This is an optimization exercise on Yosys and OpenROAD, whose aim is small area, not a production implementation.
RTL that was checked went through simulation tests only; none was proved equivalent to the original.
No activity file was given, so power comes from the tool's default toggle rates.

## conv_layer
module conv_layer(out, activations, weights, clk, rst);
output reg [255:0] out;
input [63:0] activations;
input [63:0] weights;
input clk, rst;
reg [63:0] w_r;
reg [7:0] one [0:3];   
reg [7:0] two [0:3];   
reg [7:0] neg [0:3];   
reg [6:0] c;
reg s1, s2, v;
reg [23:0] acc [0:15];
reg [0:0] cr [0:15];
reg [15:0] sh [0:15];
wire first = (c == 7'd0) | s2;    
wire ld_sh = (c == 7'd0);         
wire ld_out = (c == 7'd6) & v;     
wire [23:0] kinit = s2 ? 24'd7929856 : 24'd2359296;
always @(posedge clk) begin
  w_r <= weights;
  s2 <= s1;
  if (!rst) begin
    c <= 7'd0;
    s1 <= 1'b1;
    v <= 1'b0;
  end else begin
    c <= (c == 7'd107) ? 7'd0 : c + 7'd1;
    s1 <= 1'b0;
    if (c == 7'd107) v <= 1'b1;
  end
end
wire [7:0] nz [0:3];
wire [7:0] negn [0:3];
genvar p, j, i;
generate
for (p = 0; p < 4; p = p + 1) begin : enc
  wire [16:0] ax = {activations[16*p +: 16], 1'b0};
  for (j = 0; j < 8; j = j + 1) begin : dig
    always @(posedge clk) begin
      one[p][j] <= ax[2*j+1] ^ ax[2*j];
      two[p][j] <= (ax[2*j+2] & ~ax[2*j+1] & ~ax[2*j]) | (~ax[2*j+2] & ax[2*j+1] & ax[2*j]);
  ...
Size: ~9600 cells after synthesis, roughly 1100 flip-flops, roughly 390 I/O pins, roughly 110000 um2 of cells after synthesis.
clock: 7.0 ns
lec_check: 0
cap_margin: 10
core_margin: 2
core_utilization: 65
cts_buf_list: sky130_fd_sc_hd__clkbuf_8 sky130_fd_sc_hd__clkbuf_16
cts_cluster_diameter: 100
cts_cluster_size: 20
slew_margin: 10
synth_hierarchical: 1
synth_minimum_keep_size: 0
standard.sh (not shown) runs the stock make flow with config.mk's settings and CLKGATE_MAP_FILE= SYNTH_SCRIPT=/design/flow/synth_recipe.tcl, a recipe that flattens the netlist after the stock synthesis.
==> flow/flow/run.sh <==
#!/bin/bash
# Own layout flow: the standard layout (standard.sh: ORFS synthesis through finish),
# with the smallest buffer (buf_1) as the buffer on every input and output port.
set -euo pipefail
cd "$(dirname "$0")/.."
export BUFFER_PORTS_ARGS="-buffer_cell sky130_fd_sc_hd__buf_1"
bash standard.sh > flow_standard.log 2>&1
The starting point finished clean.
Change:
--- a/flow/design.v
+++ b/flow/design.v
@@ -988,17 +988,16 @@
   cv_ha urs5 (.a(acc[i][18]), .b(rc4), .s(rs5), .co(rc6));
   cv_ha urs7 (.a(acc[i][19]), .b(rc6), .s(rs7), .co(rc8));
   cv_ha urs9 (.a(acc[i][20]), .b(rc8), .s(rs9), .co(rc10));
   cv_ha urs11 (.a(acc[i][21]), .b(rc10), .s(rs11), .co(rc12));
   cv_ha urs13 (.a(acc[i][22]), .b(rc12), .s(rs13), .co(rc14));
   assign rs15 = acc[i][23] ^ rc14;
   wire [15:0] full = {rs15, rs13, rs11, rs9, rs7, rs5, rs3, rs1, acc[i][15], acc[i][14], acc[i][13], acc[i][12], acc[i][11], acc[i][10], acc[i][9], acc[i][8]};
   always @(posedge clk) begin
     acc[i] <= sum;
     cr[i] <= cout;
     if (ld_sh) sh[i] <= full;
-    if (!rst) out[16*i +: 16] <= 16'd0;
-    else if (ld_out) out[16*i +: 16] <= sh[i];
+    if (ld_out | ~rst) out[16*i +: 16] <= sh[i] & {16{rst}};
   end
 end
 endgenerate
 endmodule
Outcome: Setup slack is worse by 0.030 ns; synthesized area goes down by 0.62%; register-to-register slack loses 0.03 ns; global-route usage increases by 2.3 points; first-iteration DRC count grows by 17%; wire length goes up by 4.6%; design area goes down by 0.40%; core utilization hardly moves; via count is lower by 1.9%; non-clock buffer count goes down by 70; final cell count falls by 4.8%; maximum frequency goes down by 0.44%; clock power rises by about 1%; sequential cell count stays the same.
Function not checked in the second run of this note: the RTL went through the layout flow alone.

* * *

run A:
conv_layer, a different RTL version from the one above (not shown whole).
Size in the first run: ~9300 cells after synthesis, about 1200 flip-flops, about 390 I/O pins, about 110000 µm² of cells after synthesis.
clock: 7.0 ns
lec_check: 0
cap_margin: 10
core_margin: 2
core_utilization: 65
cts_buf_list: sky130_fd_sc_hd__clkbuf_8 sky130_fd_sc_hd__clkbuf_16
cts_cluster_diameter: 100
cts_cluster_size: 20
slew_margin: 10
synth_hierarchical: 1
synth_minimum_keep_size: 0
Scripts as last shown in full above: flow/flow/run.sh
### run A -> run B
diff --git a/flow/design.v b/flow/design.v
--- a/flow/design.v
+++ b/flow/design.v
@@ -1,24 +1,39 @@
+module cv_ao22(a, b, c, d, y);
+input a, b, c, d;
+output y;
+assign y = (a & b) | (c & d);
+endmodule
 module cv_fa(a, b, c, s, co);
 input a, b, c;
 output s, co;
 assign s = a ^ b ^ c;
 assign co = (a & b) | (a & c) | (b & c);
 endmodule
 module cv_ha(a, b, s, co);
 input a, b;
 output s, co;
 assign s = a ^ b;
 assign co = a & b;
 endmodule
-module cv_ao22(a, b, c, d, y);
-input a, b, c, d;
+module cv_and2(a, b, y);
+input a, b;
 output y;
-assign y = (a & b) | (c & d);
+assign y = a & b;
+endmodule
+module cv_or2(a, b, y);
+input a, b;
+output y;
+assign y = a | b;
+endmodule
+module cv_a21o(a, b, c, y);
+input a, b, c;
+output y;
+assign y = (a & b) | c;
 endmodule
 module cv_x(a, b, y);
 input a, b;
 output y;
 assign y = a ^ b;
 endmodule
 module conv_layer(out, activations, weights, clk, rst);
 output reg [255:0] out;
@@ -28,27 +43,30 @@
 reg [63:0] w_r;
 reg [17:1] w3_r [0:3];
 reg [6:0] s1 [0:3];    
 reg [6:0] s2 [0:3];    
 reg [6:0] s3 [0:3];    
 reg [3:0] one7, two7, neg7, negn7;   
 reg [6:0] c;
 reg r1, r2, v;
-reg first;   
+reg first;    
+reg firstn;   
+reg first8;   
 reg [23:0] acc [0:15];
 reg [0:0] cr [0:15];
 reg [15:0] shn [0:15];
 wire ld_sh = (c == 7'd0);         
 wire ld_out = (c == 7'd6) & v;    
-wire [23:0] kinit = r2 ? 24'd333177 : 24'd11468836;
 always @(posedge clk) begin
   w_r <= weights;
   r2 <= r1;
   first <= !rst | (c == 7'd107) | r1;
+  firstn <= ~(!rst | (c == 7'd107) | r1);
+  first8 <= (!rst | (c == 7'd107)) & ~r1;
   if (!rst) begin
     c <= 7'd0;
     r1 <= 1'b1;
     v <= 1'b0;
   end else begin
     c <= (c == 7'd107) ? 7'd0 : c + 7'd1;
     r1 <= 1'b0;
     if (c == 7'd107) v <= 1'b1;
@@ -76,18 +94,43 @@
     neg7[p] <= a[15];
     negn7[p] <= ~a[15];
   end
 end
 for (i = 0; i < 16; i = i + 1) begin : lane
   localparam integer F = i / 4, P = i % 4;
   wire [15:0] w = w_r[16*F +: 16];
   wire [17:1] w3 = w3_r[F];
-  wire [23:0] accfb = first ? ~kinit : acc[i];
-  wire [0:0] crfb = first ? {1{1'b1}} : cr[i];
+  wire [23:0] accfb;
+  wire [0:0] crfb;
+  cv_a21o ug0 (.a(acc[i][0]), .b(firstn), .c(first8), .y(accfb[0]));
+  cv_or2 ug1 (.a(acc[i][1]), .b(first), .y(accfb[1]));
+  cv_a21o ug2 (.a(acc[i][2]), .b(firstn), .c(r2), .y(accfb[2]));
+  cv_a21o ug3 (.a(acc[i][3]), .b(firstn), .c(first8), .y(accfb[3]));
+  cv_a21o ug4 (.a(acc[i][4]), .b(firstn), .c(first8), .y(accfb[4]));
+  cv_and2 ug5 (.a(acc[i][5]), .b(firstn), .y(accfb[5]));
+  cv_a21o ug6 (.a(acc[i][6]), .b(firstn), .c(first8), .y(accfb[6]));
+  cv_or2 ug7 (.a(acc[i][7]), .b(first), .y(accfb[7]));
+  cv_a21o ug8 (.a(acc[i][8]), .b(firstn), .c(first8), .y(accfb[8]));
+  cv_or2 ug9 (.a(acc[i][9]), .b(first), .y(accfb[9]));
+  cv_a21o ug10 (.a(acc[i][10]), .b(firstn), .c(first8), .y(accfb[10]));
+  cv_or2 ug11 (.a(acc[i][11]), .b(first), .y(accfb[11]));
+  cv_a21o ug12 (.a(acc[i][12]), .b(firstn), .c(first8), .y(accfb[12]));
+  cv_or2 ug13 (.a(acc[i][13]), .b(first), .y(accfb[13]));
+  cv_or2 ug14 (.a(acc[i][14]), .b(first), .y(accfb[14]));
+  cv_or2 ug15 (.a(acc[i][15]), .b(first), .y(accfb[15]));
+  cv_and2 ug16 (.a(acc[i][16]), .b(firstn), .y(accfb[16]));
+  cv_a21o ug17 (.a(acc[i][17]), .b(firstn), .c(r2), .y(accfb[17]));
+  cv_and2 ug18 (.a(acc[i][18]), .b(firstn), .y(accfb[18]));
+  cv_a21o ug19 (.a(acc[i][19]), .b(firstn), .c(r2), .y(accfb[19]));
+  cv_or2 ug20 (.a(acc[i][20]), .b(first), .y(accfb[20]));
+  cv_a21o ug21 (.a(acc[i][21]), .b(firstn), .c(r2), .y(accfb[21]));
+  cv_or2 ug22 (.a(acc[i][22]), .b(first), .y(accfb[22]));
+  cv_a21o ug23 (.a(acc[i][23]), .b(firstn), .c(r2), .y(accfb[23]));
+  cv_or2 ugc0 (.a(cr[i][0]), .b(first), .y(crfb[0]));
   wire [23:0] sum;
   wire [0:0] cout;
   wire p1;
   wire p2;
   wire t3;
   wire p4;
   wire t5;
   wire p6;
==> run notes <==
- | run B | all stages done | FAIL | max-capacitance violations, max-slew violations |
- Every stage of the flow completed for run A, and the final layout passed the timing, DRC and antenna checks.
- Worst setup slack for run B: 0.023 ns down relative to run A
- Per-instance average area after synthesis, run B and run A, higher one = run B.
- Diff run B and run A: combinational cell fraction of total power higher in run B
- Flip-flop and latch count after synthesis delta (run A -> run B): insignificant
- Relative to run A, cell area after technology mapping decreased by 0.44% in run B.
- Side by side, final setup skew turned out lower in run B than in run A.
- Number of logic inverters in the finished layout, run B and run A, higher one = run A.
- [run B] setup slack of the most critical reg-to-reg path fell 0.02 ns relative to run A
- Compared with run A, run B instantiates a smaller number of cells.
- Run B vs run A, filler cell count went down by 407.
- Run B against run A: worst hold slack fell 0.043 ns; largest fanout of any net on the critical path went up by 25.

what the ideal ports hide:
The flow's constraints put no driver on any port. The routed layouts listed below were extracted and timed again, unchanged, in two steps.
Step 1 (the two cells are an assumption about what drives the block):
set clk [get_ports {clk}]
set_driving_cell -lib_cell sky130_fd_sc_hd__clkbuf_16 $clk
set_driving_cell -lib_cell sky130_fd_sc_hd__buf_2 [delete_from_list [all_inputs] $clk]
Step 2, shift: input delay + t, output delay - t, t = (earliest + latest rising clock arrival at the registers) / 2. This alone moves slack from input paths to output paths.
a / b / c = ideal ports / drivers / drivers and shift; a / b = the first two.
run | t, ns | setup WS [ns] | clock arrival spread, ns | worst register clock-pin slew, ns | pins driven straight from the clock port
the first run of note 1 | 0.832 | 0.206 / 0.206 / 0.206 | 0.055 / 0.055 | 0.10 / 0.10 | 1
the second run of note 1 | 0.847 | 0.176 / 0.176 / 0.176 | 0.061 / 0.061 | 0.10 / 0.10 | 1
run A | 0.846 | 0.571 / 0.571 / 0.571 | 0.081 / 0.081 | 0.10 / 0.10 | 1
run B | 0.871 | 0.548 / 0.548 / 0.548 | 0.065 / 0.065 | 0.10 / 0.10 | 1
